Source: an optimization exercise on an open RTL-to-GDS flow (aim: small area, a short achievable clock period and few clock cycles per item). Production flows keep margins and buffers that such runs may drop.
The RTL was checked by simulation tests, not by an equivalence proof against the original design.

v15:
// dct_4x4_core
module dct_4x4_core (
    input          clk,
    input          reset,
    input          i_valid,
    output         i_ready,
    input  [255:0] i_data,
    output         o_valid,
    input          o_ready,
    output [255:0] o_data
);
Size in the first run: about 6100 cells after synthesis, ~530 flip-flops, ~520 I/O pins, ~44000 sq um of cells after synthesis.
clock: 5.0 ns
lec_check: 0
cap_margin: 20
core_margin: 2
core_utilization: 50
place_density: 0.65
setup_slack_margin: 2.0
slew_margin: 20
standard.sh (not shown) runs the stock make flow with config.mk's settings and CLKGATE_MAP_FILE= SYNTH_SCRIPT=/design/flow/synth_recipe.tcl, a recipe that flattens the netlist after the stock synthesis.
==> flow/flow/run.sh <==
#!/bin/bash
# Layout flow: the standard ORFS flow (standard.sh), with two synthesis
# changes so that ABC maps the whole datapath for a delay target:
#  - Yosys's full/half-adder extraction is skipped (ADDER_MAP_FILE empty);
#  - ABC runs flow/abc_speed.script (delay-targeted map) in place of ORFS's
#    abc_speed.script, through a copy of ORFS's scripts folder that differs
#    only in that file.
# Synthesis is otherwise synth_recipe.tcl unchanged (same registers and names);
# floorplan to final layout is standard.sh unchanged.
set -euo pipefail
S="$PWD/scripts_abc"
rm -rf "$S"
cp -r "$FLOW_HOME/scripts" "$S"
cp flow/abc_speed.script "$S/abc_speed.script"
bash standard.sh SCRIPTS_DIR="$S" ADDER_MAP_FILE= synth > synth.log 2>&1
bash standard.sh > layout.log 2>&1
==> flow/flow/abc_speed.script <==
strash
dch
map -D 1750
topo
buffer -c
upsize -c -D 1750
dnsize -c -D 1750
v15 finished every stage and its layout cleared the timing, DRC and antenna checks.
Testbench counts of v15, summed over its fixed seeds: cycles 2,072, items 2,048.
Modified inputs, v44 compared to v15
==> flow/flow/abc_speed.script <==
strash
dch
map -D 2000
topo
buffer -c
upsize -c -D 2000
dnsize -c -D 2000
diff --git a/flow/config.mk b/flow/config.mk
--- a/flow/config.mk
+++ b/flow/config.mk
@@ -9,5 +9,5 @@
 export CORE_MARGIN = 2
-export CORE_UTILIZATION = 50
-export PLACE_DENSITY = 0.65
-export SETUP_SLACK_MARGIN = 2.0
+export CORE_UTILIZATION = 55
+export PLACE_DENSITY = 0.7
+export SETUP_SLACK_MARGIN = 0.6
 export SLEW_MARGIN = 20
[summary]
Diff v15 -> v44: hold slack closely matched the old numbers; routed wire length saw a decrease.
Re fraction of the mapped netlist area in simple logic gates: v44 is 0.27 points down on v15.
Non-clock buffer contribution to total cell area, v15 and v44, lower one = v44.
--- input diff v44..v45 ---
==> flow/flow/abc_speed.script <==
strash
dch
map -D 1750
topo
buffer -c
upsize -c -D 1750
dnsize -c -D 1750
strash
dch
map -D 1750
topo
buffer -c
upsize -c -D 1750
dnsize -c -D 1750
diff --git a/flow/config.mk b/flow/config.mk
--- a/flow/config.mk
+++ b/flow/config.mk
@@ -11,3 +11,3 @@
 export PLACE_DENSITY = 0.7
-export SETUP_SLACK_MARGIN = 0.6
+export SETUP_SLACK_MARGIN = 2.0
 export SLEW_MARGIN = 20
Notes after the runs:
Between v45 and v44, it is v45 whose required time at the endpoint of the critical path is higher, by 0.10 ns. Of the two values seen for endpoint of the most critical setup path, y01_q[12] was produced by v45 and S12_3_q[11] by v44. Worst hold slack, v44 and v45: lower on v44. Row number of buffer and inverter instances along the worst setup path: v45 higher / v44 lower. When the final numbers for v44 and v45 were put side by side, the net total in the final layout turned out to be greater in v45. Min cell area after layout across v44 and v45: v44.
Input-level comparison between v53 and v45:
==> flow/flow/abc_speed.script <==
strash
dch
map -D 1600
topo
buffer -c
upsize -c -D 1600
dnsize -c -D 1600
diff --git a/flow/config.mk b/flow/config.mk
--- a/flow/config.mk
+++ b/flow/config.mk
@@ -11,3 +11,3 @@
 export PLACE_DENSITY = 0.7
-export SETUP_SLACK_MARGIN = 2.0
+export SETUP_SLACK_MARGIN = 2.1
 export SLEW_MARGIN = 20
Compared with v45, v53 has extra setup slack.
v45 → v53: minimum period implied by the final worst setup slack went down; ratio of final minimum period to clock period went down; via count of the first global-routing pass went up; total wire length after detailed routing went up; final net count went up.
v53 | status: complete | timing, DRC, antenna: pass

## static timing again, ports no longer ideal
The results above use ideal ports. As a check the final layouts listed here were re-extracted and re-timed, cells and wires unchanged.
Step 1, drivers: a clkbuf_16 drives clk and a buf_2 each remaining input, both assumed.
Step 2 times the ports against the registers' clock, not the clock port: input delays grow and output delays shrink by t, the midpoint of the rising clock arrivals with the driver on.
Slacks: ideal / step 1 / step 2; pairs: ideal / step 1.
| run | t (ns) | slack for setup (ns) | worst slew at a driven data input, ns |
|---|---|---|---|
| v15 | 0.724 | 1.936 / 1.936 / 1.400 | 0.16 |
| v44 | 0.701 | 1.489 / 1.489 / 1.147 | 0.13 |
| v45 | 0.701 | 1.873 / 1.873 / 1.404 | 0.15 |
| v53 | 0.730 | 2.013 / 2.013 / 1.455 | 0.18 |
After both steps every run listed still meets setup and hold. The setup slack of v53, which loses most, moves by 0.000 ns with the drivers and by -0.558 ns with both steps.
